Source: an optimization exercise on an open RTL-to-GDS flow (aim: small area and a short achievable clock period). Production flows keep margins and buffers that such runs may drop.
Function was checked by simulation only, so behaviour that the tests miss may differ from the original.

## config.mk

```make
export PLATFORM = sky130hd
export DESIGN_NAME = metronome_top
export DESIGN_NICKNAME = metronome_top
export VERILOG_FILES = /design/flow/design.v
export SDC_FILE = /design/flow/constraint.sdc
export NUM_CORES = 4
export LEC_CHECK = 0
export ABC_AREA = 1
export CAP_MARGIN = 20
export CORE_MARGIN = 2
export CORE_UTILIZATION = 60
export CTS_BUF_LIST = sky130_fd_sc_hd__clkbuf_16
export CTS_CLUSTER_DIAMETER = 80
export CTS_CLUSTER_SIZE = 22
export SLEW_MARGIN = 20
export BUFFER_PORTS_ARGS = -buffer_cell sky130_fd_sc_hd__buf_2
```

## constraint.sdc

```tcl
create_clock -name core_clock -period 140.0 [get_ports {i_clk}]
set_input_delay 28.0000 -clock core_clock [delete_from_list [all_inputs] [get_ports {i_clk}]]
set_output_delay 28.0000 -clock core_clock [all_outputs]
set_load 0.01 [all_outputs]
```

## design.v

```verilog
module metronome_top #(
	parameter BTN_WAIT_WIDTH	= 10,	 
	parameter BTN_HOLD_WIDTH	= 12,	 
	parameter LED_HOLD_WIDTH	= 8,	 
	parameter LIFE_LED_WIDTH	= 10,	 
	parameter SSI_TIMER_WIDTH	= 6		 
)(
	input 			i_clk,
	input 			i_reset,
	input 			i_uart_rx,
	input	[3:0]	i_control_btns,
	output	[3:0]	o_led_n,
	output reg [6:0] o_ssi_segments,
	output reg [3:0] o_ssi_code
);
	localparam GW0 = (BTN_WAIT_WIDTH > LIFE_LED_WIDTH) ? BTN_WAIT_WIDTH : LIFE_LED_WIDTH;
	localparam GW  = (GW0 > SSI_TIMER_WIDTH + 2) ? GW0 : SSI_TIMER_WIDTH + 2;
	localparam [34:0] BEAT_N = 35'd12000000000;
	localparam [34:0] BEAT_K = 35'h7_FFFF_FFFF - BEAT_N;	 
	wire first = ~o_ssi_code[0] & ~o_ssi_code[1];
	reg [GW-1:0] timer;
	always @(posedge i_clk, posedge i_reset)
		if (i_reset)	timer <= 0;
		else			timer <= timer + 1'b1;
	wire		btn_wait_end	= &timer[BTN_WAIT_WIDTH-1:0];
	wire		life_end		= &timer[LIFE_LED_WIDTH-1:0];
	wire [1:0]	ssi_sel			= timer[SSI_TIMER_WIDTH+1:SSI_TIMER_WIDTH];
	reg life_led_n;
	always @(posedge i_clk, posedge i_reset)
		if (i_reset)	life_led_n <= 1'b1;
		else			life_led_n <= life_led_n ^ life_end;
	reg [3:0] btn_d1, btn_lock;
	reg [3:0] btn_d2, btn_act;
	wire [3:0] btn_edge = btn_d1 & ~btn_d2;
	always @(posedge i_clk, posedge i_reset)
		if (i_reset) begin
			btn_d1		<= 0;
			btn_lock	<= 0;
		end else begin
			btn_d1		<= i_control_btns;
			btn_lock	<= btn_wait_end ? 4'b0 : (btn_lock | btn_edge);
		end
	always @(posedge i_clk) begin
		btn_d2		<= btn_d1;
		btn_act		<= btn_edge & ~btn_lock;
	end
	wire [1:0] hold_btn		= {btn_d1[3], btn_d1[1]};
	wire [1:0] hold_press	= {btn_act[3], btn_act[1]};
	reg  [1:0] hold_arm;
	reg  [1:0] hold_hit;
	reg  [BTN_HOLD_WIDTH-1:0] hold_cnt0, hold_cnt1;
	wire [BTN_HOLD_WIDTH-1:0] hold_inc0, hold_inc1;
	wire [1:0] hold_end;
	wire [1:0] hold_on		= hold_btn & hold_arm;
	wire [1:0] hold			= hold_btn & hold_hit;
	generate if (BTN_HOLD_WIDTH == 12) begin : hold_lfsr
		wire z0 = hold_cnt0[10:0] == 11'd0;
		wire z1 = hold_cnt1[10:0] == 11'd0;
		assign hold_inc0 = {hold_cnt0[10:0], hold_cnt0[11] ^ hold_cnt0[5] ^ hold_cnt0[3] ^ hold_cnt0[0] ^ z0};
		assign hold_inc1 = {hold_cnt1[10:0], hold_cnt1[11] ^ hold_cnt1[5] ^ hold_cnt1[3] ^ hold_cnt1[0] ^ z1};
		assign hold_end = {hold_cnt1[11] & z1, hold_cnt0[11] & z0};
	end else begin : hold_bin
		assign hold_inc0 = hold_cnt0 + 1'b1;
		assign hold_inc1 = hold_cnt1 + 1'b1;
		assign hold_end = {&hold_cnt1, &hold_cnt0};
	end endgenerate
	always @(posedge i_clk, posedge i_reset)
		if (i_reset)	hold_arm <= 0;
		else			hold_arm <= hold_press | hold_on;
	always @(posedge i_clk) begin
		hold_hit	<= hold_on & hold_end;
		hold_cnt0	<= hold_on[0] ? hold_inc0 : {BTN_HOLD_WIDTH{1'b0}};
		hold_cnt1	<= hold_on[1] ? hold_inc1 : {BTN_HOLD_WIDTH{1'b0}};
	end
	localparam RX_IDLE = 3'd0, RX_START = 3'd1, RX_DATA = 3'd2, RX_STOP = 3'd3, RX_DONE = 3'd4;
	reg			rx_meta, rx_sync;
	reg [2:0]	rx_state;
	reg [6:0]	rx_cnt;
	reg [2:0]	rx_bit;
	wire rx_half	= rx_cnt == 7'b1010100;
	wire rx_full	= rx_cnt == 7'b1101100;
	wire [6:0] rx_cnt_inc = {rx_cnt[5:0], rx_cnt[6] ^ rx_cnt[5] ^ (rx_cnt[5:0] == 6'd0)};
	wire rx_dv		= rx_state == RX_DONE;
	wire rx_sample	= (rx_state == RX_DATA) & rx_full;
	always @(posedge i_clk, posedge i_reset)
		if (i_reset) begin
			rx_meta		<= 1'b1;
			rx_state	<= RX_IDLE;
		end else begin
			rx_meta		<= i_uart_rx;
			case (rx_state)
				RX_IDLE:	if (~rx_sync) rx_state <= RX_START;
				RX_START:	if (rx_half) rx_state <= rx_sync ? RX_IDLE : RX_DATA;
				RX_DATA:	if (rx_full & (&rx_bit)) rx_state <= RX_STOP;
				RX_STOP:	if (rx_full) rx_state <= RX_DONE;
				default:	rx_state <= RX_IDLE;
			endcase
		end
	always @(posedge i_clk) begin
		rx_sync	<= rx_meta;
		rx_cnt	<= (((rx_state == RX_START) & ~rx_half) |
					(((rx_state == RX_DATA) | (rx_state == RX_STOP)) & ~rx_full)) ? rx_cnt_inc : 7'd0;
		rx_bit	<= (rx_state == RX_DATA) ? rx_bit + rx_full : 3'd0;
	end
	reg [2:0]	msg_state;	 
	reg			rx_match;	 
	reg [31:0]	rx_data;	 
	wire [7:0]	rx_expect	= (msg_state == 3'd1) ? 8'h73 : 8'h65;
	wire		msg_data	= msg_state[2] ? ~(msg_state[1] & msg_state[0]) : (msg_state[1] & msg_state[0]);
	always @(posedge i_clk) begin
		if (rx_sample)
			rx_match <= ((rx_bit == 3'd0) | rx_match) & (rx_sync == rx_expect[rx_bit]);
		if (rx_sample & msg_data)
			rx_data <= {rx_sync, rx_data[31:1]};
	end
	always @(posedge i_clk, posedge i_reset)
		if (i_reset)
			msg_state <= 3'd0;
		else if (msg_state == 3'd0 || msg_state == 3'd2)
			msg_state <= 3'd1;
		else if (rx_dv)
			case (msg_state)
				3'd1:		msg_state <= rx_match ? 3'd3 : 3'd0;
				3'd7:		msg_state <= rx_match ? 3'd2 : 3'd0;
				default:	msg_state <= msg_state + 1'b1;
			endcase
	wire		uart_msg	= msg_state == 3'd2;
	wire [31:0]	uart_value	= {rx_data[7:0], rx_data[15:8], rx_data[23:16], rx_data[31:24]};
	reg [33:0]	bpm;
	reg			bpm_changed;
	reg			led_600_n, led_9999_n;
	wire p1 = btn_act[0], p5 = btn_act[1], p10 = hold[0];
	wire m1 = btn_act[2], m5 = btn_act[3], m10 = hold[1];
	wire		btn_any	= p1 | p5 | p10 | m1 | m5 | m10;
	wire [4:0]	delta	= p1 ? 5'd1 : p5 ? 5'd5 : p10 ? 5'd10 : m1 ? 5'h1f : m5 ? 5'h1b : m10 ? 5'h16 : 5'd0;
	wire [33:0]	addend	= {{29{delta[4]}}, delta};
	wire [34:0]	bc;
	wire [33:0]	bsum;
	assign bc[0] = 1'b0;
	genvar i;
	generate for (i = 0; i < 34; i = i + 1) begin : bpm_add
		assign bsum[i]	= bpm[i] ^ addend[i] ^ bc[i];
		assign bc[i+1]	= (bpm[i] & addend[i]) | (bc[i] & (bpm[i] ^ addend[i]));
	end endgenerate
	wire [33:0]	bpm_btn		= (delta[4] & ~bc[34]) ? 34'd0 : bsum;
	wire [33:0]	bpm_next	= uart_msg ? {2'b00, uart_value} : bpm_btn;
	always @(posedge i_clk, posedge i_reset)
		if (i_reset) begin
			bpm			<= 0;
			led_600_n	<= 1'b1;
			led_9999_n	<= 1'b1;
		end else begin
			bpm			<= bpm_next;
			led_600_n	<= ~(bpm_next >= 34'd600);
			led_9999_n	<= ~(bpm_next >= 34'd9999);
		end
	always @(posedge i_clk)
		bpm_changed <= uart_msg | btn_any;
	reg [34:0]	beat_p;
	reg			trig;
	wire		beat_hit	= first | ~beat_p[34];
	wire		zn			= (bpm == 34'd0) | (bpm > BEAT_N[33:0]);
	wire		reload		= beat_hit | bpm_changed;
	wire [34:0]	beat_a		= reload ? (zn ? {beat_hit, 34'd0} : BEAT_K) : beat_p;
	wire [34:0]	beat_b		= zn ? 35'd0 : beat_hit ? {bpm, 1'b0} : {1'b0, bpm};
	wire [35:0]	pc;
	wire [34:0]	psum;
	assign pc[0] = zn & (beat_hit | ~bpm_changed);
	generate for (i = 0; i < 35; i = i + 1) begin : beat_add
		assign psum[i]	= beat_a[i] ^ beat_b[i] ^ pc[i];
		assign pc[i+1]	= (beat_a[i] & beat_b[i]) | (pc[i] & (beat_a[i] ^ beat_b[i]));
	end endgenerate
	always @(posedge i_clk)
		beat_p <= psum;
	always @(posedge i_clk, posedge i_reset)
		if (i_reset)	trig <= 1'b0;
		else			trig <= beat_hit;
	reg							led_on, beat_led_n;
	reg [LED_HOLD_WIDTH-1:0]	led_cnt;
	wire [LED_HOLD_WIDTH-1:0]	led_inc;
	wire						led_end;
	generate if (LED_HOLD_WIDTH == 8) begin : led_lfsr
		wire z = led_cnt[6:0] == 7'd0;
		assign led_inc = {led_cnt[6:0], led_cnt[7] ^ led_cnt[5] ^ led_cnt[4] ^ led_cnt[3] ^ z};
		assign led_end = led_cnt[7] & z;
	end else begin : led_bin
		assign led_inc = led_cnt + 1'b1;
		assign led_end = &led_cnt;
	end endgenerate
	always @(posedge i_clk, posedge i_reset)
		if (i_reset) begin
			led_on		<= 1'b0;
			beat_led_n	<= 1'b1;
		end else begin
			led_on		<= led_on ? ~led_end : trig;
			beat_led_n	<= ~(led_on & ~led_end);
		end
	always @(posedge i_clk)
		led_cnt <= led_on ? led_inc : {LED_HOLD_WIDTH{1'b0}};
	assign o_led_n = {beat_led_n, led_9999_n, led_600_n, life_led_n};
	function [3:0] div10_step;
		input [3:0] r;
		reg q;
		begin
			q = r[3] | (r[2] & (r[1] | r[0]));
			div10_step = {q, (r[3] & r[0]) | (r[2] & ~r[1] & ~r[0]),
			                 (r[1] & (~r[2] | r[0])) | (r[3] & ~r[0]),
			                 r[0] ^ q};
		end
	endfunction
	function [17:0] div10;
		input [13:0] n;
		integer k;
		reg [3:0] r, t;
		reg [13:0] q;
		begin
			r = {1'b0, n[13:11]};
			q[13:11] = 3'd0;
			for (k = 10; k >= 0; k = k - 1) begin
				t = div10_step(r);
				q[k] = t[3];
				r = {t[2:0], n[k]};
			end
			div10 = {q, r};
		end
	endfunction
	reg  [13:0]	d_n1;	 
	reg  [10:0]	d_q1;	 
	reg  [7:0]	d_q2;	 
	wire [17:0]	d_s1 = div10(d_n1);
	wire [17:0]	d_s2 = div10({3'd0, d_q1});
	wire [17:0]	d_s3 = div10({6'd0, d_q2});
	always @(posedge i_clk) begin
		d_n1	<= bpm[13:0];
		d_q2	<= d_s2[11:4];
	end
	always @(posedge i_clk, posedge i_reset)
		if (i_reset)	d_q1 <= 0;
		else			d_q1 <= d_s1[14:4];
	wire		dig_big	= d_q2 >= 8'd100;
	reg  [3:0]	dig_sel;
	always @(*)
		case (ssi_sel)
			2'd0:		dig_sel = d_s1[3:0];
			2'd1:		dig_sel = d_s2[3:0];
			2'd2:		dig_sel = d_s3[3:0];
			default:	dig_sel = d_s3[7:4];
		endcase
	reg [3:0] ssi_digit;
	always @(posedge i_clk, posedge i_reset)
		if (i_reset) begin
			o_ssi_code		<= 4'b0000;
			ssi_digit		<= 4'd0;
			o_ssi_segments	<= 7'b1000000;
		end else begin
			case (ssi_sel)
				2'd0:		o_ssi_code <= 4'b1110;
				2'd1:		o_ssi_code <= 4'b1101;
				2'd2:		o_ssi_code <= 4'b1011;
				default:	o_ssi_code <= 4'b0111;
			endcase
			ssi_digit <= dig_big ? 4'd9 : dig_sel;
			case (ssi_digit)
				4'd1:		o_ssi_segments <= 7'b1111001;
				4'd2:		o_ssi_segments <= 7'b0100100;
				4'd3:		o_ssi_segments <= 7'b0110000;
				4'd4:		o_ssi_segments <= 7'b0011001;
				4'd5:		o_ssi_segments <= 7'b0010010;
				4'd6:		o_ssi_segments <= 7'b0000010;
				4'd7:		o_ssi_segments <= 7'b1111000;
				4'd8:		o_ssi_segments <= 7'b0000000;
				4'd9:		o_ssi_segments <= 7'b0010000;
				default:	o_ssi_segments <= 7'b1000000;
			endcase
		end
endmodule
```

## flow/run.sh

```bash
#!/bin/bash
# The standard layout, with two changes:
#  - after the standard synthesis, the combinational logic is re-mapped by
#    flow/reopt.tcl with the ABC script flow/reopt.abc (flip-flops, adder
#    cells and their instance names are kept as they are);
#  - the port buffers are sky130_fd_sc_hd__buf_2.
set -euo pipefail
here=$(pwd)
echo 'export BUFFER_PORTS_ARGS = -buffer_cell sky130_fd_sc_hd__buf_2' >> config.mk
bash standard.sh synth > standard_synth.log 2>&1
res=$here/orfs/results/sky130hd/metronome_top/base
cp $res/1_2_yosys.v $here/standard_synth_netlist.v
REOPT_LIB=$FLOW_HOME/platforms/sky130hd/lib/sky130_fd_sc_hd__tt_025C_1v80.lib \
REOPT_IN=$here/standard_synth_netlist.v \
REOPT_TOP=$FLOW_TOP \
REOPT_ABC=$here/flow/reopt.abc \
REOPT_OUT=$res/1_2_yosys.v \
	yosys -c flow/reopt.tcl > reopt.log 2>&1
rm -f $res/1_synth.odb $res/1_synth.sdc
bash standard.sh finish > standard_finish.log 2>&1
```

## flow/reopt.abc

```
strash
dc2
resub -K 8
dc2
&get -n
&dch -f
&nf -a -R 1000
&put
&get -n
&dch -f
&nf -a -R 1000
&put
```

## flow/reopt.tcl

```tcl
# Re-map the combinational logic of the standard synthesis netlist with a
# stronger ABC script.  Flip-flops, adder cells and tie cells stay as they are,
# with their instance names.
yosys -import
set lib $::env(REOPT_LIB)
set keep {sky130_fd_sc_hd__df* sky130_fd_sc_hd__edf* sky130_fd_sc_hd__sdf* sky130_fd_sc_hd__fa_* sky130_fd_sc_hd__ha_* sky130_fd_sc_hd__conb_*}
read_liberty -ignore_miss_func $lib
read_verilog $::env(REOPT_IN)
hierarchy -top $::env(REOPT_TOP)
foreach k $keep { setattr -mod -set keep_hierarchy 1 $k }
flatten
opt_clean -purge
abc -liberty $lib -script $::env(REOPT_ABC) -dont_use sky130_fd_sc_hd__probe_p_8 -dont_use sky130_fd_sc_hd__probec_p_8 -dont_use sky130_fd_sc_hd__lpflow_bleeder_1 -dont_use sky130_fd_sc_hd__lpflow_clkbufkapwr_1 -dont_use sky130_fd_sc_hd__lpflow_clkbufkapwr_16 -dont_use sky130_fd_sc_hd__lpflow_clkbufkapwr_2 -dont_use sky130_fd_sc_hd__lpflow_clkbufkapwr_4 -dont_use sky130_fd_sc_hd__lpflow_clkbufkapwr_8 -dont_use sky130_fd_sc_hd__lpflow_clkinvkapwr_1 -dont_use sky130_fd_sc_hd__lpflow_clkinvkapwr_16 -dont_use sky130_fd_sc_hd__lpflow_clkinvkapwr_2 -dont_use sky130_fd_sc_hd__lpflow_clkinvkapwr_4 -dont_use sky130_fd_sc_hd__lpflow_clkinvkapwr_8 -dont_use sky130_fd_sc_hd__lpflow_decapkapwr_12 -dont_use sky130_fd_sc_hd__lpflow_decapkapwr_3 -dont_use sky130_fd_sc_hd__lpflow_decapkapwr_4 -dont_use sky130_fd_sc_hd__lpflow_decapkapwr_6 -dont_use sky130_fd_sc_hd__lpflow_decapkapwr_8 -dont_use sky130_fd_sc_hd__lpflow_inputiso0n_1 -dont_use sky130_fd_sc_hd__lpflow_inputiso0p_1 -dont_use sky130_fd_sc_hd__lpflow_inputiso1n_1 -dont_use sky130_fd_sc_hd__lpflow_inputiso1p_1 -dont_use sky130_fd_sc_hd__lpflow_inputisolatch_1 -dont_use sky130_fd_sc_hd__lpflow_isobufsrc_1 -dont_use sky130_fd_sc_hd__lpflow_isobufsrc_16 -dont_use sky130_fd_sc_hd__lpflow_isobufsrc_2 -dont_use sky130_fd_sc_hd__lpflow_isobufsrc_4 -dont_use sky130_fd_sc_hd__lpflow_isobufsrc_8 -dont_use sky130_fd_sc_hd__lpflow_isobufsrckapwr_16 -dont_use sky130_fd_sc_hd__lpflow_lsbuf_lh_hl_isowell_tap_1 -dont_use sky130_fd_sc_hd__lpflow_lsbuf_lh_hl_isowell_tap_2 -dont_use sky130_fd_sc_hd__lpflow_lsbuf_lh_hl_isowell_tap_4 -dont_use sky130_fd_sc_hd__lpflow_lsbuf_lh_isowell_4 -dont_use sky130_fd_sc_hd__lpflow_lsbuf_lh_isowell_tap_1 -dont_use sky130_fd_sc_hd__lpflow_lsbuf_lh_isowell_tap_2 -dont_use sky130_fd_sc_hd__lpflow_lsbuf_lh_isowell_tap_4 
opt_clean -purge
setundef -zero
hilomap -singleton -hicell sky130_fd_sc_hd__conb_1 HI -locell sky130_fd_sc_hd__conb_1 LO
insbuf -buf sky130_fd_sc_hd__buf_4 A X
opt_clean -purge
foreach k $keep { blackbox $k }
stat -liberty $lib
write_verilog -noattr -nohex -nodec -selected $::env(REOPT_OUT)
```

## standard.sh

```bash
#!/bin/bash
# synth_recipe.tcl (not shown) runs the flow's synth.tcl, then flattens the netlist and writes it again
# the make line also repeats each setting of config.mk as NAME=value (left out here)
make -C /OpenROAD-flow-scripts/flow DESIGN_CONFIG=/design/flow/config.mk WORK_HOME=/design/flow/orfs CLKGATE_MAP_FILE= SYNTH_SCRIPT=/design/flow/synth_recipe.tcl "${@:-finish}"
```

==> impl_metrics.py, run 1 <==
metrics = {
    "route": {
        "vias_per_cell": 5.43,
        "wirelength_mm": 19.6,
        "met2_length_mm": 8.77,
        "met1_length_mm": 9.88,
        "wl_per_cell_um": 15.0,
        "num_vias": 7079,
        "ant_nets": 0,
        "topRoutingLayerUsed": "met4",
        "drt_iter0_markers": 369,
        "dr.pass1.iters": 5,
        "wl_met3_um": 654,
        "drc": 0,
    },
    "sta": {
        "drv_slew": 0,
        "fin_skew_ps": 18.5,
        "setup_ws_ps": 110860,
        "final_hold_viol_count": 0,
        "fin_crit_ps": 29140,
        "finalCritPeriodShare": 0.208,
        "hold_ws_ps": 393,
        "timing_worst_slew_pin_value_ps": 705,
        "slew_headroom": 0.525,
        "setup_viol": 0,
        "fmax_ghz": 0.0343,
        "finalSetupTns_ps": 0,
        "rsz0062_at_grt": "no",
    },
    "worst_setup_path": {
        "crit_family": "flip-flops",
        "crit_path_max_fanout": 2,
        "critPathLaunch": "life_led_n$_DFF_PP1_",
        "cp_slowest_cell": "dfstp_2",
        "worstPathRequired_ps": 112000,
        "timing.critical_path.to_type": "output pin",
        "cp-start-kind": "register",
        "critPathBufInv": 1,
        "max_stage_delay_ps": 540,
        "crit_arrival_ps": 1140,
        "critical_path_class": "register to output pin",
        "path_cells": "buf_2",
        "r2r-start": "bpm[13]$_DFF_PP0_",
    },
    "clocking": {
        "clockBufferDepth": 3,
        "h-tree-depth": 1,
        "cts_buffers": 15,
        "cts_resized": 0,
        "cts_setup_buffers": 0,
        "cts_tree": "yes",
        "hold_buffers": 0,
        "path_clk_slew_ps": 90,
        "cts-root-buf": "clkbuf_16",
        "cts.sinks": 237,
        "clk_latency_ps": 490,
    },
    "grt": {
        "grt_pass1_vias": 6951,
        "grt_pass1_wl_mm": 34.3,
        "grt_usage": 0.216,
        "grt_start_max_net_pins": 64,
        "antenna_found_initial": 0,
        "grt_overflow_total": 0,
    },
    "min_path": {
        "worstHoldPathType": "register to register",
        "min-delay-start": "btn_d1[2]$_DFF_PP0_",
    },
    "run": {
        "maxCapViolations": 0,
    },
    "die": {
        "die_x_um": 138,
        "rows": 49,
        "start_util": 0.607,
        "io-pin-count": 22,
        "die_area_um2": 19100,
        "core_um2": 17800,
        "die_h_um": 138,
    },
    "finish": {
        "mostFrequentLayoutCells": "120 x nand2_1, 111 x clkinv_1, 111 x dfxtp_1",
        "finalNetCount": 1154,
        "area_growth_pct": 8.14,
        "drive_gt1_frac": 0.0549,
        "layout_commonest_cell": "nand2_1",
        "antenna_cells": 0,
    },
    "logic_synthesis": {
        "synth-warning-count": 1,
        "syn-instance-count": 1026,
        "syn_nets": 1113,
        "avgSynthCellArea_um2": 10.5,
        "synth_area_um2": 10800,
    },
    "placement": {
        "dp_hpwl_mm": 14.5,
        "gp_congestion": 0.899,
        "io_buffer_count": 21,
        "pre_cts_slack_ps": 110790,
    },
    "status": {
        "outcome": "no timing/DRC/antenna violations",
    },
}
area by class of cell:
type / count / area, µm²
repair buffers: 30 / 173
fillers: 1412 / 6110
clock inverters: 8 / 50.0
clock buffers: 16 / 400
inverters: 111 / 419
multi-input cells: 672 / 4800
flip-flops and latches: 237 / 5550
well taps: 229 / 287
per-stage QoR:
step / std cells / utilization / instance area [µm²]
CTS: 1303 / 0.657 / 11700
floorplan: 1026 / - / 10800
detailed placement: 1279 / 0.631 / 11200
finish: 1303 / 0.657 / 11700
global placement: 1279 / 0.631 / 11200
global route: 1303 / 0.657 / 11700
state kept, by name (all words and copies together) (netlist names), 7 cells and up:
signal,count
d_q2,8
beat_p,35
rx_cnt,7
o_ssi_segments,7
rx_data,32
d_q1,11
led_cnt,8
hold_cnt1,12
bpm,34
d_n1,14
hold_cnt0,12
timer,10
final timing paths:
check / depth (start not counted) / to / slack, ps
worst max register to register: 45 / beat_p[34]$_DFF_P_ / 123690
worst min register to register: 0 / btn_d2[2]$_DFF_P_ / 390
worst min-delay path: 0 / btn_d2[2]$_DFF_P_ / 390
max in group asynchronous: 3 / bpm[20]$_DFF_PP0_ / 111380
min in group asynchronous: 2 / timer[1]$_DFF_PP0_ / 27540
worst max-delay path: 1 / o_led_n[0] / 110860
routing by layer:
layer,global-route usage,vias to the layer above
met3,0.0277,23
met5,0,-
li1,-,3581
met2,0.342,117
met1,0.328,3358
met4,0.0424,0
==> run 2: changes to the inputs <==
--- a/config.mk
+++ b/config.mk
@@ -9,8 +9,8 @@
 export CAP_MARGIN = 20
 export CORE_MARGIN = 2
 export CORE_UTILIZATION = 60
-export CTS_BUF_LIST = sky130_fd_sc_hd__clkbuf_16
-export CTS_CLUSTER_DIAMETER = 80
-export CTS_CLUSTER_SIZE = 22
+export CTS_BUF_LIST = sky130_fd_sc_hd__clkbuf_8
+export CTS_CLUSTER_DIAMETER = 60
+export CTS_CLUSTER_SIZE = 15
 export SLEW_MARGIN = 20
 export BUFFER_PORTS_ARGS = -buffer_cell sky130_fd_sc_hd__buf_2
==> run 2 against run 1 <==
  * Still clean on timing, DRC and antenna
  * Sequential share of layout area up 0.36 points
  * Setup slack got worse by 34 ps
  * Fmax is 0.11% lower
  * Synthesized area is the same
  * First-iteration DRC count down 4.3%
  * Critical path depth did not move
  * Non-clock buffer count stayed put
  * Via count about the same
  * Core utilization decreased by 0.49 points
  * Clock skew grew 12 ps
  * Critical path type unchanged
  * Highest routed layer unchanged
==> impl_metrics.py, run 2 <==
metrics = {
    "min_path": {
        "min-delay-start": "btn_d1[2]$_DFF_PP0_",
        "worstHoldPathType": "register to register",
    },
    "route": {
        "wirelength_mm": 19.3,
        "drt_iter0_markers": 353,
        "dr.pass1.iters": 4,
        "wl_per_cell_um": 14.7,
        "ant_nets": 0,
        "vias_per_cell": 5.39,
        "num_vias": 7086,
        "drc": 0,
    },
    "die": {
        "core_um2": 17800,
        "rows": 49,
        "die_area_um2": 19100,
        "io-pin-count": 22,
        "die_h_um": 138,
        "die_x_um": 138,
        "start_util": 0.607,
    },
    "finish": {
        "finalNetCount": 1159,
        "largest_reg_flops": 35,
        "final-seq-area_um2": 5550,
        "fin_area_um2": 11600,
        "multi_input_area_um2": 4800,
        "layout_commonest_cell": "nand2_1",
        "fillerInstances": 1427,
        "mostFrequentLayoutCells": "120 x nand2_1, 111 x dfxtp_1, 110 x clkinv_1",
        "drive_gt1_frac": 0.0617,
        "area_growth_pct": 7.33,
        "antenna_cells": 0,
        "top_register": "beat_p",
        "top_regs": "beat_p x35, bpm x34, rx_data x32",
    },
    "worst_setup_path": {
        "critical_path_class": "register to output pin",
        "path_cells": "buf_2",
        "max_stage_delay_ps": 530,
        "cp_slowest_cell": "dfstp_2",
        "critPathLaunch": "led_9999_n$_DFF_PP1_",
        "cp-start-kind": "register",
        "crit_arrival_ps": 1180,
        "worstPathRequired_ps": 112000,
        "timing.critical_path.to_type": "output pin",
        "r2r-start": "bpm[13]$_DFF_PP0_",
        "critPathBufInv": 1,
        "crit_path_max_fanout": 1,
        "crit_family": "flip-flops",
    },
    "placement": {
        "post_dp_cell_area_um2": 11200,
        "io_buffer_count": 21,
        "pre_cts_slack_ps": 110790,
        "dp_hpwl_mm": 14.5,
        "gp_congestion": 0.899,
    },
    "sta": {
        "setup_viol": 0,
        "timing_worst_slew_pin_value_ps": 711,
        "setup_ws_ps": 110820,
        "finalCritPeriodShare": 0.208,
        "hold_ws_ps": 389,
        "slew_headroom": 0.521,
        "final_hold_viol_count": 0,
        "drv_slew": 0,
        "rsz0062_at_grt": "no",
        "fmax_ghz": 0.0343,
        "fin_skew_ps": 30.9,
        "fin_crit_ps": 29180,
        "finalSetupTns_ps": 0,
    },
    "clocking": {
        "clockBufferDepth": 3,
        "hold_buffers": 0,
        "clk_latency_ps": 530,
        "cts_buffers": 20,
        "path_clk_slew_ps": 90,
        "cts.sinks": 237,
        "cts_resized": 0,
        "cts_tree": "yes",
        "cts_setup_buffers": 0,
        "cts-root-buf": "clkbuf_8",
        "h-tree-depth": 1,
    },
    "grt": {
        "grt_overflow_total": 0,
        "grt_pass1_wl_mm": 34.0,
        "grt_start_max_net_pins": 64,
        "antenna_found_initial": 0,
        "grt_pass1_vias": 6945,
        "grt_usage": 0.215,
    },
    "logic_synthesis": {
        "syn_nets": 1113,
        "syn-instance-count": 1026,
        "synth_area_um2": 10800,
        "avgSynthCellArea_um2": 10.5,
        "synth-warning-count": 1,
    },
    "run": {
        "maxCapViolations": 0,
    },
    "status": {
        "outcome": "no timing/DRC/antenna violations",
    },
}
## run 2: changes by cell type in the layout (fill, tap and decap cells not counted), moves of 3 or more
cell,change
clkbuf_8,+22
clkbuf_16,-16
inv_1,+5
clkinv_2,+3
## run 2: path summary, 6_finish.rpt
check | slack, ps | depth (start not counted) | endpoint
min reg2reg | 390 | 0 | btn_d2[2]$_DFF_P_
min in group asynchronous | 27510 | 2 | timer[1]$_DFF_PP0_
max in group asynchronous | 111430 | 3 | bpm[17]$_DFF_PP0_
max | 110820 | 1 | o_led_n[2]
min | 390 | 0 | btn_d2[2]$_DFF_P_
max reg2reg | 123750 | 45 | beat_p[34]$_DFF_P_
## run 2: stage by stage
step | util | cells
floorplan | - | 1026
CTS | 0.652 | 1315
finish | 0.652 | 1315
detailed placement | 0.631 | 1279
global placement | 0.631 | 1279
global route | 0.652 | 1315
## run 2: metal layers
layer | share of wire | global-route usage
met1 | 0.50 | 0.327
met2 | 0.45 | 0.337
met3 | 0.029 | 0.0260
met4 | 0.018 | 0.0462
met5 | 0 | 0
## run 2: layout make-up
cell class | instances | area share
Sequential cell | 237 | 0.479
Multi-Input combinational cell | 672 | 0.414
Inverter | 111 | 0.0362
Clock buffer | 22 | 0.0261
Tap cell | 229 | 0.0247
Timing Repair Buffer | 30 | 0.0149
Clock inverter | 14 | 0.00518
==> run 3: changes to the inputs <==
--- a/config.mk
+++ b/config.mk
@@ -8,7 +8,7 @@
 export ABC_AREA = 1
 export CAP_MARGIN = 20
 export CORE_MARGIN = 2
-export CORE_UTILIZATION = 60
+export CORE_UTILIZATION = 80
 export CTS_BUF_LIST = sky130_fd_sc_hd__clkbuf_8
 export CTS_CLUSTER_DIAMETER = 60
 export CTS_CLUSTER_SIZE = 15
==> run 3 against run 2 <==
  * Setup slack got worse by 9.0 ps
  * Die area fell by 24%
  * Global-route usage rose by 9.8 points
  * Register-to-register slack got worse by 390 ps
  * Sequential share of layout area rose by 0.42 points
  * Synthesized cell count did not move
==> impl_metrics.py, run 3 <==
metrics = {
    "run": {
        "maxCapViolations": 0,
    },
    "worst_setup_path": {
        "crit_path_max_fanout": 2,
        "critical_path_class": "register to output pin",
        "path_cells": "buf_2",
        "cp-start-kind": "register",
        "crit_family": "flip-flops",
        "cp_slowest_cell": "dfstp_2",
        "max_stage_delay_ps": 540,
        "critPathBufInv": 1,
        "timing.critical_path.to_type": "output pin",
        "worstPathRequired_ps": 112000,
        "crit_arrival_ps": 1190,
    },
    "sta": {
        "fmax_ghz": 0.0343,
        "fin_crit_ps": 29190,
        "fin_skew_ps": 12.4,
        "timing_worst_slew_pin_value_ps": 836,
        "setup_viol": 0,
        "final_hold_viol_count": 0,
        "finalSetupTns_ps": 0,
        "finalCritPeriodShare": 0.208,
        "rsz0062_at_grt": "no",
        "drv_slew": 0,
        "slew_headroom": 0.437,
    },
    "grt": {
        "grt.met3_usage": 0.0570,
        "grt_busiest_layer": "met2",
        "grt_start_max_net_pins": 65,
        "grtUsageMet2": 0.519,
        "grt_pass1_vias": 7421,
        "antenna_found_initial": 0,
        "use_met1": 0.435,
        "grt_pass1_wl_mm": 35.7,
        "grt_overflow_total": 0,
        "grt_usage": 0.312,
    },
    "die": {
        "die_area_um2": 14400,
        "io-pin-count": 22,
        "die_x_um": 120,
        "die_h_um": 120,
        "start_util": 0.818,
        "core_um2": 13200,
        "rows": 42,
    },
    "route": {
        "dr.pass1.iters": 8,
        "wl_per_cell_um": 16.8,
        "wirelength_mm": 21.2,
        "vias_per_cell": 6.02,
        "num_vias": 7585,
        "ant_nets": 0,
        "drt_iter0_markers": 533,
        "drc": 0,
    },
    "finish": {
        "top_register": "beat_p",
        "antenna_cells": 0,
        "mostFrequentLayoutCells": "120 x nand2_1, 111 x dfxtp_1, 110 x clkinv_1",
        "drive_gt1_frac": 0.0572,
        "layout_commonest_cell": "nand2_1",
        "fillerInstances": 686,
        "largest_reg_flops": 35,
        "top_regs": "beat_p x35, bpm x34, rx_data x32",
        "area_growth_pct": 6.39,
        "finalNetCount": 1158,
    },
    "placement": {
        "gp_congestion": 0.895,
        "io_buffer_count": 21,
        "dp_hpwl_mm": 15.3,
    },
    "logic_synthesis": {
        "avgSynthCellArea_um2": 10.5,
        "synth_area_um2": 10800,
        "syn-instance-count": 1026,
        "synth-warning-count": 1,
        "syn_nets": 1113,
    },
    "min_path": {
        "worstHoldPathType": "register to register",
    },
    "clocking": {
        "cts.sinks": 237,
        "cts_buffers": 19,
        "path_clk_slew_ps": 100,
        "cts_resized": 0,
        "clk_latency_ps": 520,
        "cts_tree": "yes",
        "h-tree-depth": 1,
        "hold_buffers": 0,
        "cts-root-buf": "clkbuf_8",
        "cts_setup_buffers": 0,
        "clockBufferDepth": 3,
    },
    "status": {
        "outcome": "no timing/DRC/antenna violations",
    },
}
-- run 3: cell count changes in the layout (fill, tap and decap cells not counted), sizes merged --
| cell | previous run | this run |
|---|---|---|
| inv | 11 | 13 |
| clkbuf | 22 | 20 |
| clkinv | 113 | 110 |
-- run 3: per-layer routing --
layer	wire, µm	part of all wire
met5	0	0
met4	536	0.025
met3	1410	0.067
met2	10400	0.49
met1	8800	0.42
-- run 3: final timing paths --
check / startpoint / end / slack (ps) / cells after the start
min: rx_meta$_DFF_PP1_ / rx_sync$_DFF_P_ / 410 / 0
min in group asynchronous: i_reset / timer[4]$_DFF_PP0_ / 27480 / 2
max reg2reg: bpm[19]$_DFF_PP0_ / beat_p[34]$_DFF_P_ / 123360 / 44
max: life_led_n$_DFF_PP1_ / o_led_n[0] / 110810 / 1
max in group asynchronous: i_reset / btn_d1[2]$_DFF_PP0_ / 111450 / 3
min reg2reg: rx_meta$_DFF_PP1_ / rx_sync$_DFF_P_ / 410 / 0
-- run 3: metrics by stage --
step	instance area (µm²)	worst slack, ps	cells	hold WS (ps)	util
3_5_place_dp	11200	110850	1226	387	0.846
3_3_place_gp	11200	110860	1226	370	0.846
5_1_grt	11500	110770	1259	410	0.871
4_1_cts	11500	110800	1259	405	0.871
6_report	11500	110810	1259	406	0.871
2_1_floorplan	10800	110440	1026	360	-
-- run 3: area by class of cell --
cell class	instances	area, µm²	share of cell area
inverter	111	419	0.0365
multi-input combinational	672	4800	0.418
sequential	237	5550	0.483
clock inverter	13	52.6	0.00458
clock buffer	20	275	0.0240
tap	176	220	0.0192
timing repair buffer	30	173	0.0150
==> run 4: changes to the inputs <==
--- a/config.mk
+++ b/config.mk
@@ -8,7 +8,7 @@
 export ABC_AREA = 1
 export CAP_MARGIN = 20
 export CORE_MARGIN = 2
-export CORE_UTILIZATION = 80
+export CORE_UTILIZATION = 70
 export CTS_BUF_LIST = sky130_fd_sc_hd__clkbuf_8
 export CTS_CLUSTER_DIAMETER = 60
 export CTS_CLUSTER_SIZE = 15
==> run 4 against run 3 <==
  * Via count shrank 5.2%
  * Core utilization decreased by 11 points
  * First-iteration DRC count shrank 13%
  * Synthesized cell count unchanged
  * Design area barely moved
  * Wire length decreased by 11%
  * Global-route usage fell by 6.8 points
  * Count of clock-buffer cells in the layout unchanged
  * Die area increased by 14%
==> impl_metrics.py, run 4 <==
metrics = {
    "status": {
        "outcome": "no timing/DRC/antenna violations",
    },
    "route": {
        "topRoutingLayerUsed": "met4",
        "met1_length_mm": 9.19,
        "drt_iter0_markers": 464,
        "vias_per_cell": 5.66,
        "drc": 0,
        "met2_length_mm": 8.42,
        "dr.pass1.iters": 5,
        "wl_per_cell_um": 14.8,
        "wirelength_mm": 18.8,
        "num_vias": 7191,
        "ant_nets": 0,
        "wl_met3_um": 784,
    },
    "finish": {
        "top_register": "beat_p",
        "antenna_cells": 0,
        "largest_reg_flops": 35,
        "finalNetCount": 1158,
        "top_regs": "beat_p x35, bpm x34, rx_data x32",
        "final_cells": 1270,
        "fin_area_um2": 11500,
        "drive_gt1_frac": 0.0564,
        "area_growth_pct": 6.46,
        "layout_commonest_cell": "nand2_1",
        "mostFrequentLayoutCells": "120 x nand2_1, 111 x dfxtp_1, 110 x clkinv_1",
    },
    "worst_setup_path": {
        "critPathBufInv": 1,
        "cp-start-kind": "register",
        "timing.critical_path.to_type": "output pin",
        "crit_arrival_ps": 1160,
        "max_stage_delay_ps": 540,
        "cp_slowest_cell": "dfstp_2",
        "crit_path_max_fanout": 2,
        "worstPathRequired_ps": 112000,
        "critical_path_class": "register to output pin",
        "crit_family": "flip-flops",
        "path_cells": "buf_2",
    },
    "sta": {
        "finalCritPeriodShare": 0.208,
        "rsz0062_at_grt": "no",
        "fmax_ghz": 0.0343,
        "setup_viol": 0,
        "fin_crit_ps": 29160,
        "timing_worst_slew_pin_value_ps": 762,
        "fin_skew_ps": 21.4,
        "final_hold_viol_count": 0,
        "hold_ws_ps": 384,
        "slew_headroom": 0.487,
        "setup_ws_ps": 110840,
        "finalSetupTns_ps": 0,
        "drv_slew": 0,
    },
    "clocking": {
        "cts-root-buf": "clkbuf_8",
        "clk_latency_ps": 510,
        "cts.sinks": 237,
        "path_clk_slew_ps": 90,
        "cts_setup_buffers": 0,
        "cts_tree": "yes",
        "h-tree-depth": 1,
        "hold_buffers": 0,
        "cts_resized": 0,
        "clockBufferDepth": 3,
        "cts_buffers": 19,
    },
    "logic_synthesis": {
        "syn_nets": 1113,
        "syn-instance-count": 1026,
        "avgSynthCellArea_um2": 10.5,
        "synth-warning-count": 1,
        "synth_area_um2": 10800,
    },
    "placement": {
        "gp_congestion": 0.953,
        "dp_hpwl_mm": 14.0,
        "pre_cts_slack_ps": 110800,
        "dp.cells": 1238,
        "post_dp_cell_area_um2": 11200,
        "io_buffer_count": 21,
    },
    "die": {
        "start_util": 0.713,
        "die_area_um2": 16400,
        "rows": 45,
        "io-pin-count": 22,
        "die_x_um": 128,
        "core_um2": 15100,
        "die_h_um": 128,
    },
    "min_path": {
        "worstHoldPathType": "register to register",
    },
    "grt": {
        "grt_pass1_vias": 6837,
        "grt_start_max_net_pins": 65,
        "antenna_found_initial": 0,
        "grt_pass1_wl_mm": 32.4,
        "grt_overflow_total": 0,
        "grt_usage": 0.244,
    },
    "run": {
        "maxCapViolations": 0,
    },
}
[run 4: worst paths after layout]
| path | start | end | slack [ps] | cells past startpoint |
|---|---|---|---|---|
| setup / recovery | life_led_n$_DFF_PP1_ | o_led_n[0] | 110840 | 1 |
| max in group asynchronous | i_reset | rx_state[0]$_DFFE_PP0P_ | 111410 | 3 |
| hold / removal | btn_d1[0]$_DFF_PP0_ | btn_d2[0]$_DFF_P_ | 380 | 0 |
| hold reg to reg | btn_d1[0]$_DFF_PP0_ | btn_d2[0]$_DFF_P_ | 380 | 0 |
| min in group asynchronous | i_reset | timer[8]$_DFF_PP0_ | 27500 | 2 |
| setup reg to reg | bpm[13]$_DFF_PP0_ | beat_p[34]$_DFF_P_ | 123690 | 45 |
[run 4: final cells by class]
cell class                      instances  area, µm²
Tap cell                              188        235
Multi-Input combinational cell        672       4800
Clock buffer                           20        275
Timing Repair Buffer                   30        173
Sequential cell                       237       5550
Fill cell                            1056       3650
Inverter                              111        419
Clock inverter                         12       45.0
[run 4: per-layer routing]
| layer | vias up | track usage |
|---|---|---|
| met2 | 122 | 0.382 |
| met5 | - | 0 |
| li1 | 3585 | - |
| met1 | 3454 | 0.367 |
| met3 | 30 | 0.0371 |
| met4 | 0 | 0.0614 |
[run 4: worst register-to-register path: cells and delay by family (launching register included)]
| family | cells | cell delay (ps) |
|---|---|---|
| simple gates | 3 | 710 |
| compound gates | 4 | 700 |
| xor+xnor | 1 | 190 |
| fa+ha+maj | 34 | 13570 |
| buf+inv | 3 | 600 |
| flops | 1 | 430 |
[run 4: stage by stage]
step / utilization
detailed placement: 0.738
global route: 0.759
global placement: 0.738
finish: 0.759
CTS: 0.759
floorplan: -
==> run 5: changes to the inputs <==
--- a/config.mk
+++ b/config.mk
@@ -10,7 +10,7 @@
 export CORE_MARGIN = 2
 export CORE_UTILIZATION = 70
 export CTS_BUF_LIST = sky130_fd_sc_hd__clkbuf_8
-export CTS_CLUSTER_DIAMETER = 60
-export CTS_CLUSTER_SIZE = 15
+export CTS_CLUSTER_DIAMETER = 70
+export CTS_CLUSTER_SIZE = 18
 export SLEW_MARGIN = 20
 export BUFFER_PORTS_ARGS = -buffer_cell sky130_fd_sc_hd__buf_2
==> run 5 against run 4 <==
  * Still clean
  * Count of clock-buffer cells in the layout fell by 3
  * Setup slack got worse by 19 ps
  * Non-clock buffer count unchanged
  * Global-route usage is 0.37 points higher
  * Fmax about the same
  * Critical endpoint unchanged
==> impl_metrics.py, run 5 <==
metrics = {
    "status": {
        "outcome": "no timing/DRC/antenna violations",
    },
    "grt": {
        "grt_usage": 0.248,
        "antenna_found_initial": 0,
        "use_met1": 0.374,
        "grt_pass1_vias": 6872,
        "grt_start_max_net_pins": 65,
        "grt_busiest_layer": "met2",
        "grt_pass1_wl_mm": 32.7,
        "grtUsageMet2": 0.386,
        "grt_overflow_total": 0,
        "grt.met3_usage": 0.0346,
    },
    "die": {
        "io-pin-count": 22,
        "die_area_um2": 16400,
        "core_um2": 15100,
        "die_h_um": 128,
        "die_x_um": 128,
        "start_util": 0.713,
        "rows": 45,
    },
    "logic_synthesis": {
        "syn_nets": 1113,
        "synth_area_um2": 10800,
        "syn-instance-count": 1026,
        "avgSynthCellArea_um2": 10.5,
        "synth-warning-count": 1,
    },
    "clocking": {
        "path_clk_slew_ps": 110,
        "cts-root-buf": "clkbuf_8",
        "clk_latency_ps": 530,
        "h-tree-depth": 1,
        "cts.sinks": 237,
        "clockBufferDepth": 3,
        "cts_setup_buffers": 0,
        "cts_resized": 0,
        "hold_buffers": 0,
        "cts_tree": "yes",
        "cts_buffers": 17,
    },
    "sta": {
        "fmax_ghz": 0.0343,
        "rsz0062_at_grt": "no",
        "drv_slew": 0,
        "slew_headroom": 0.488,
        "timing_worst_slew_pin_value_ps": 760,
        "fin_skew_ps": 31.9,
        "final_hold_viol_count": 0,
        "setup_viol": 0,
        "finalCritPeriodShare": 0.208,
        "hold_ws_ps": 377,
        "finalSetupTns_ps": 0,
        "fin_crit_ps": 29180,
    },
    "worst_setup_path": {
        "crit_path_max_fanout": 2,
        "timing.critical_path.to_type": "output pin",
        "cp_slowest_cell": "dfstp_2",
        "rrSetupSlack_ps": 123690,
        "worstPathRequired_ps": 112000,
        "max_stage_delay_ps": 550,
        "critical_path_class": "register to output pin",
        "crit_arrival_ps": 1180,
        "cp-start-kind": "register",
        "path_cells": "buf_2",
        "crit_family": "flip-flops",
        "critPathBufInv": 1,
    },
    "placement": {
        "dp_hpwl_mm": 14.0,
        "io_buffer_count": 21,
        "post_dp_cell_area_um2": 11200,
        "dp.cells": 1238,
        "gp_congestion": 0.953,
    },
    "finish": {
        "layout_commonest_cell": "nand2_1",
        "drive_gt1_frac": 0.0574,
        "mostFrequentLayoutCells": "120 x nand2_1, 111 x dfxtp_1, 110 x clkinv_1",
        "top_regs": "beat_p x35, bpm x34, rx_data x32",
        "fin_area_um2": 11500,
        "final_cells": 1268,
        "largest_reg_flops": 35,
        "top_register": "beat_p",
        "area_growth_pct": 6.46,
        "antenna_cells": 0,
        "finalNetCount": 1156,
    },
    "route": {
        "drc": 0,
        "ant_nets": 0,
        "wirelength_mm": 19.0,
        "wl_per_cell_um": 14.9,
        "dr.pass1.iters": 5,
        "vias_per_cell": 5.73,
        "num_vias": 7263,
        "drt_iter0_markers": 465,
    },
    "run": {
        "maxCapViolations": 0,
    },
    "min_path": {
        "worstHoldPathType": "register to register",
    },
}
==> run 5: cell count changes in the layout (fill, tap and decap cells not counted), sizes merged <==
cell | previous run | this run
inv | 13 | 11
bufinv | 0 | 1
clkinv | 110 | 111
clkbuf | 20 | 17
clkinvlp | 0 | 1
==> run 5: layer usage <==
metal,part of all wire,up-vias
met1,0.49,3513
li1,-,3583
met3,0.036,34
met5,0,-
met4,0.024,0
met2,0.45,133
==> run 5: final timing paths <==
check                                           from                      end  cells past startpoint
worst min register to register   btn_d1[0]$_DFF_PP0_        btn_d2[0]$_DFF_P_                      0
worst min-delay path             btn_d1[0]$_DFF_PP0_        btn_d2[0]$_DFF_P_                      0
min in group asynchronous                    i_reset       timer[6]$_DFF_PP0_                      2
max in group asynchronous                    i_reset  rx_state[0]$_DFFE_PP0P_                      3
worst max-delay path            life_led_n$_DFF_PP1_               o_led_n[0]                      1
worst max register to register     bpm[13]$_DFF_PP0_       beat_p[34]$_DFF_P_                     45
==> run 5: cell type report <==
class / instances / area (µm²)
Tap cell: 188 / 235
Sequential cell: 237 / 5550
Fill cell: 1056 / 3650
Inverter: 111 / 419
Clock inverter: 13 / 86.3
Timing Repair Buffer: 30 / 173
Multi-Input combinational cell: 672 / 4800
Clock buffer: 17 / 234
==> run 5: through the flow <==
step                worst slack [ps]  utilization
finish                        110820        0.759
detailed placement            110800        0.738
global route                  110770        0.759
global placement              110810        0.738
floorplan                     110440            -
CTS                           110790        0.759
==> run 6: changes to the inputs <==
--- a/config.mk
+++ b/config.mk
@@ -9,8 +9,8 @@
 export CAP_MARGIN = 20
 export CORE_MARGIN = 2
 export CORE_UTILIZATION = 70
-export CTS_BUF_LIST = sky130_fd_sc_hd__clkbuf_8
-export CTS_CLUSTER_DIAMETER = 70
-export CTS_CLUSTER_SIZE = 18
+export CTS_BUF_LIST = sky130_fd_sc_hd__clkbuf_4 sky130_fd_sc_hd__clkbuf_8
+export CTS_CLUSTER_DIAMETER = 40
+export CTS_CLUSTER_SIZE = 10
 export SLEW_MARGIN = 20
 export BUFFER_PORTS_ARGS = -buffer_cell sky130_fd_sc_hd__buf_2
==> run 6 against run 5 <==
  * Setup slack unchanged
  * Design area increased by 4.4%
  * Worst hold slack improved by 8.4 ps
  * Still clean
  * Core utilization increased by 3.4 points
  * Synthesized cell count unchanged
  * Global-route usage increased by 1.3 points
  * Cell count increased by 2.7%
  * Via count increased by 2.3%
  * Largest cell class unchanged
  * Critical path type unchanged
  * Highest routed layer unchanged
==> impl_metrics.py, run 6 <==
metrics = {
    "clocking": {
        "cts_tree": "yes",
        "hold_buffers": 0,
        "clk_latency_ps": 530,
        "cts_resized": 0,
        "h-tree-depth": 2,
        "clockBufferDepth": 3,
        "cts_buffers": 35,
        "cts.sinks": 237,
        "cts_setup_buffers": 0,
        "path_clk_slew_ps": 70,
        "cts-root-buf": "clkbuf_8",
    },
    "finish": {
        "area_growth_pct": 11.2,
        "multi_input_area_um2": 4800,
        "largest_reg_flops": 35,
        "top_register": "beat_p",
        "final-seq-area_um2": 5550,
        "antenna_cells": 0,
        "finalNetCount": 1174,
        "mostFrequentLayoutCells": "120 x nand2_1, 111 x dfxtp_1, 110 x clkinv_1",
        "top_regs": "beat_p x35, bpm x34, rx_data x32",
        "fillerInstances": 1010,
        "fin_area_um2": 12000,
        "layout_commonest_cell": "nand2_1",
        "drive_gt1_frac": 0.0943,
    },
    "route": {
        "wl_per_cell_um": 15.3,
        "ant_nets": 0,
        "dr.pass1.iters": 6,
        "vias_per_cell": 5.71,
        "drc": 0,
        "num_vias": 7429,
        "wirelength_mm": 19.9,
        "drt_iter0_markers": 458,
    },
    "sta": {
        "fmax_ghz": 0.0343,
        "drv_slew": 0,
        "hold_ws_ps": 385,
        "fin_skew_ps": 20.3,
        "rsz0062_at_grt": "no",
        "finalSetupTns_ps": 0,
        "final_hold_viol_count": 0,
        "finalCritPeriodShare": 0.208,
        "setup_viol": 0,
        "slew_headroom": 0.485,
        "fin_crit_ps": 29180,
        "timing_worst_slew_pin_value_ps": 764,
    },
    "worst_setup_path": {
        "timing.rr.end": "beat_p[34]$_DFF_P_",
        "r2r_cells": 45,
        "crit_path_max_fanout": 2,
        "critPathBufInv": 1,
        "crit_arrival_ps": 1180,
        "cp-start-kind": "register",
        "critical_path_class": "register to output pin",
        "crit_family": "flip-flops",
        "worstPathRequired_ps": 112000,
        "max_stage_delay_ps": 540,
        "r2r-start": "bpm[17]$_DFF_PP0_",
        "timing.critical_path.to_type": "output pin",
        "path_cells": "buf_2",
        "cp_slowest_cell": "dfstp_2",
        "rrSetupSlack_ps": 123630,
    },
    "placement": {
        "dp_hpwl_mm": 14.0,
        "gp_congestion": 0.953,
        "post_dp_cell_area_um2": 11200,
        "io_buffer_count": 21,
    },
    "die": {
        "io-pin-count": 22,
        "start_util": 0.713,
        "rows": 45,
        "core_um2": 15100,
        "die_h_um": 128,
        "die_area_um2": 16400,
        "die_x_um": 128,
    },
    "logic_synthesis": {
        "syn_nets": 1113,
        "synth_area_um2": 10800,
        "syn-instance-count": 1026,
        "synth-warning-count": 1,
        "avgSynthCellArea_um2": 10.5,
    },
    "min_path": {
        "hold_end": "btn_d2[0]$_DFF_P_",
        "min-delay-start": "btn_d1[0]$_DFF_PP0_",
        "worstHoldPathType": "register to register",
        "min_path_cells": 0,
    },
    "grt": {
        "grt_start_max_net_pins": 65,
        "grt_usage": 0.261,
        "grt_pass1_vias": 7140,
        "grt_overflow_total": 0,
        "grt_pass1_wl_mm": 34.0,
        "antenna_found_initial": 0,
    },
    "status": {
        "outcome": "no timing/DRC/antenna violations",
    },
    "run": {
        "maxCapViolations": 0,
    },
}
## run 6: changes by cell type in the layout (fill, tap and decap cells not counted), sizes merged
| cell | previous run | this run |
|---|---|---|
| clkinv | 111 | 114 |
| bufinv | 1 | 5 |
| inv | 11 | 5 |
| clkbuf | 17 | 49 |
| clkinvlp | 1 | 2 |
## run 6: through the flow
step	instances	utilization	setup WS (ps)
after global routing	1302	0.792	110770
after global placement	1238	0.738	110810
after detailed placement	1238	0.738	110800
after CTS	1302	0.792	110800
final	1302	0.792	110820
after floorplan	1026	-	110440
## run 6: layout make-up
type / instances / share of cell area
Tap cell: 188 / 0.0196
Clock inverter: 15 / 0.0181
Sequential cell: 237 / 0.462
Clock buffer: 49 / 0.0510
Inverter: 111 / 0.0349
Timing Repair Buffer: 30 / 0.0144
Multi-Input combinational cell: 672 / 0.400
## run 6: how the worst max path moves through the flow
stage	start	end	slack, ps	depth (start not counted)
detailed placement	i_reset	bpm[17]$_DFF_PP0_	110800	3
CTS	life_led_n$_DFF_PP1_	o_led_n[0]	110800	1
floorplan	i_reset	bpm[0]$_DFF_PP0_	110440	1
global route	life_led_n$_DFF_PP1_	o_led_n[0]	110770	1
global placement	i_reset	bpm[18]$_DFF_PP0_	110810	3
finish	life_led_n$_DFF_PP1_	o_led_n[0]	110820	1
## run 6: layer usage
metal,GRT usage,up-vias,part of all wire
li1,-,3631,-
met1,0.371,3595,0.47
met2,0.411,168,0.46
met3,0.0547,35,0.046
met4,0.0802,0,0.022
met5,0,-,0
==> run 7: changes to the inputs <==
--- a/flow/run.sh
+++ b/flow/run.sh
@@ -3,10 +3,10 @@
 #  - after the standard synthesis, the combinational logic is re-mapped by
 #    flow/reopt.tcl with the ABC script flow/reopt.abc (flip-flops, adder
 #    cells and their instance names are kept as they are);
-#  - the port buffers are sky130_fd_sc_hd__buf_2.
+#  - the port buffers are sky130_fd_sc_hd__buf_1.
 set -euo pipefail
 here=$(pwd)
-echo 'export BUFFER_PORTS_ARGS = -buffer_cell sky130_fd_sc_hd__buf_2' >> config.mk
+echo 'export BUFFER_PORTS_ARGS = -buffer_cell sky130_fd_sc_hd__buf_1' >> config.mk
 bash standard.sh synth > standard_synth.log 2>&1
 res=$here/orfs/results/sky130hd/metronome_top/base
 cp $res/1_2_yosys.v $here/standard_synth_netlist.v
==> config.mk (replaced) <==
export PLATFORM = sky130hd
export DESIGN_NAME = metronome_top
export DESIGN_NICKNAME = metronome_top
export VERILOG_FILES = /design/flow/design.v
export SDC_FILE = /design/flow/constraint.sdc
export NUM_CORES = 4
export LEC_CHECK = 0
export ABC_AREA = 1
export CAP_MARGIN = 20
export CORE_MARGIN = 2
export CORE_UTILIZATION = 70
export CTS_BUF_LIST = sky130_fd_sc_hd__clkbuf_8
export CTS_CLUSTER_DIAMETER = 60
export CTS_CLUSTER_SIZE = 15
export SLEW_MARGIN = 20
export BUFFER_PORTS_ARGS = -buffer_cell sky130_fd_sc_hd__buf_1
==> run 7 against run 6 <==
  * First-iteration DRC count increased by 11%
  * Register-to-register slack gained 270 ps
  * Clock skew is 15 ps higher
  * Die area is the same
  * Largest cell class unchanged
==> impl_metrics.py, run 7 <==
metrics = {
    "route": {
        "drc": 0,
        "vias_per_cell": 5.63,
        "num_vias": 7163,
        "drt_iter0_markers": 507,
        "wl_per_cell_um": 15.0,
        "dr.pass1.iters": 5,
        "ant_nets": 0,
        "wirelength_mm": 19.0,
    },
    "finish": {
        "multi_input_area_um2": 4800,
        "area_growth_pct": 6.32,
        "fillerInstances": 1089,
        "drive_gt1_frac": 0.0378,
        "largest_reg_flops": 35,
        "final-seq-area_um2": 5550,
        "finalNetCount": 1158,
        "top_register": "beat_p",
        "antenna_cells": 0,
        "layout_commonest_cell": "nand2_1",
        "final_cells": 1272,
        "mostFrequentLayoutCells": "120 x nand2_1, 111 x dfxtp_1, 110 x clkinv_1",
        "top_regs": "beat_p x35, bpm x34, rx_data x32",
    },
    "worst_setup_path": {
        "critical_path_class": "register to output pin",
        "critPathLaunch": "life_led_n$_DFF_PP1_",
        "crit_path_end": "o_led_n[0]",
        "crit_family": "flip-flops",
        "path_cells": "buf_1",
        "timing.critical_path.to_type": "output pin",
        "r2r_cells": 44,
        "crit_arrival_ps": 1230,
        "worstPathRequired_ps": 112000,
        "rrSetupSlack_ps": 123900,
        "timing.rr.end": "beat_p[34]$_DFF_P_",
        "timing.critical_path.depth": 1,
        "crit_path_max_fanout": 2,
        "r2r-start": "bpm[13]$_DFF_PP0_",
        "critPathBufInv": 1,
        "cp_slowest_cell": "dfstp_2",
        "cp-start-kind": "register",
        "max_stage_delay_ps": 550,
    },
    "placement": {
        "io_buffer_count": 21,
        "dp.cells": 1238,
        "dp_hpwl_mm": 14.1,
        "gp_congestion": 0.925,
    },
    "grt": {
        "grt_pass1_wl_mm": 32.7,
        "grt_start_max_net_pins": 65,
        "grt_usage": 0.251,
        "antenna_found_initial": 0,
        "grt_overflow_total": 0,
        "grt_pass1_vias": 6802,
    },
    "sta": {
        "drv_slew": 0,
        "fmax_ghz": 0.0342,
        "finalCritPeriodShare": 0.209,
        "hold_ws_ps": 387,
        "fin_crit_ps": 29230,
        "finalSetupTns_ps": 0,
        "timing_worst_slew_pin_value_ps": 808,
        "fin_skew_ps": 35.2,
        "rsz0062_at_grt": "no",
        "final_hold_viol_count": 0,
        "setup_viol": 0,
        "slew_headroom": 0.455,
    },
    "logic_synthesis": {
        "synth-warning-count": 1,
        "synth_area_um2": 10800,
        "avgSynthCellArea_um2": 10.5,
        "syn_nets": 1113,
        "syn-instance-count": 1026,
    },
    "clocking": {
        "clockBufferDepth": 3,
        "cts-root-buf": "clkbuf_8",
        "h-tree-depth": 1,
        "clk_latency_ps": 540,
        "path_clk_slew_ps": 100,
        "cts_buffers": 19,
        "cts.sinks": 237,
        "cts_tree": "yes",
        "cts_setup_buffers": 0,
        "cts_resized": 0,
        "hold_buffers": 0,
    },
    "die": {
        "die_area_um2": 16400,
        "die_h_um": 128,
        "start_util": 0.713,
        "die_x_um": 128,
        "rows": 45,
        "core_um2": 15100,
        "io-pin-count": 22,
    },
    "status": {
        "outcome": "no timing/DRC/antenna violations",
    },
    "run": {
        "maxCapViolations": 0,
    },
    "min_path": {
        "worstHoldPathType": "register to register",
    },
}
run 7: worst min path at each step:
stage / start / endpoint / slack (ps) / depth (start not counted)
2_1_floorplan: btn_d1[0]$_DFF_PP0_ / btn_d2[0]$_DFF_P_ / 360 / 0
3_3_place_gp: btn_d1[2]$_DFF_PP0_ / btn_d2[2]$_DFF_P_ / 390 / 0
3_5_place_dp: btn_d1[0]$_DFF_PP0_ / btn_d2[0]$_DFF_P_ / 380 / 0
4_1_cts: rx_meta$_DFF_PP1_ / rx_sync$_DFF_P_ / 380 / 0
5_1_grt: rx_meta$_DFF_PP1_ / rx_sync$_DFF_P_ / 390 / 0
6_report: rx_meta$_DFF_PP1_ / rx_sync$_DFF_P_ / 390 / 0
run 7: layout make-up:
cell class | instances | area share
clock inverters | 14 | 0.00491
repair buffers | 30 | 0.0128
multi-input cells | 672 | 0.418
clock buffers | 20 | 0.0240
inverters | 111 | 0.0365
flip-flops and latches | 237 | 0.483
well taps | 188 | 0.0205
run 7: layer usage:
metal  GRT usage  part of all wire  vias to the layer above
li1            -                 -                     3587
met1       0.382              0.49                     3409
met2       0.383              0.44                      131
met3      0.0396             0.042                       36
met4      0.0646             0.023                        0
met5           0                 0                        -
run 7: through the flow:
step / cell area, µm² / utilization / setup slack (ps)
global placement: 11100 / 0.736 / 110820
global route: 11500 / 0.758 / 110710
CTS: 11500 / 0.758 / 110730
finish: 11500 / 0.758 / 110770
floorplan: 10800 / - / 110440
detailed placement: 11100 / 0.736 / 110790
run 7: worst reg2reg max path, delay by kind of cell, from the launching register on:
kind | cells | cell delay, ps
DFF | 1 | 440
AOI/OAI and AO/OA | 5 | 780
adders and majority gates | 34 | 13580
xor gates and xnor gates | 1 | 190
buffers and inverters | 1 | 190
and+or+nand+nor | 3 | 800

[port drivers added, routing unchanged]
Ports are ideal in the flow. The routed layouts listed here were re-timed in OpenROAD. Step 1: set_driving_cell puts a clkbuf_16 on i_clk and a buf_2 on each other input, an assumption about the parent block. Step 2, shift: input delay + t, output delay - t, t = (earliest + latest rising clock arrival at the registers) / 2. This alone moves slack from input paths to output paths. Slacks: ideal / step 1 / step 2; pairs: ideal / step 1.
| run | t, ns | slack for setup (ns) | pins driven straight from the clock port |
|---|---|---|---|
| run 1 | 0.522 | 110.857 / 110.811 / 110.884 | 1 |
| run 2 | 0.555 | 110.823 / 110.782 / 110.898 | 1 |
| run 3 | 0.550 | 110.814 / 110.780 / 110.904 | 1 |
| run 4 | 0.536 | 110.838 / 110.800 / 110.896 | 1 |
| run 5 | 0.550 | 110.819 / 110.781 / 110.904 | 1 |
| run 6 | 0.558 | 110.819 / 110.780 / 110.884 | 1 |
| run 7 | 0.564 | 110.768 / 110.729 / 110.889 | 1 |
After both steps setup and hold are still met in every run listed. Setup slack includes reset recovery checks.
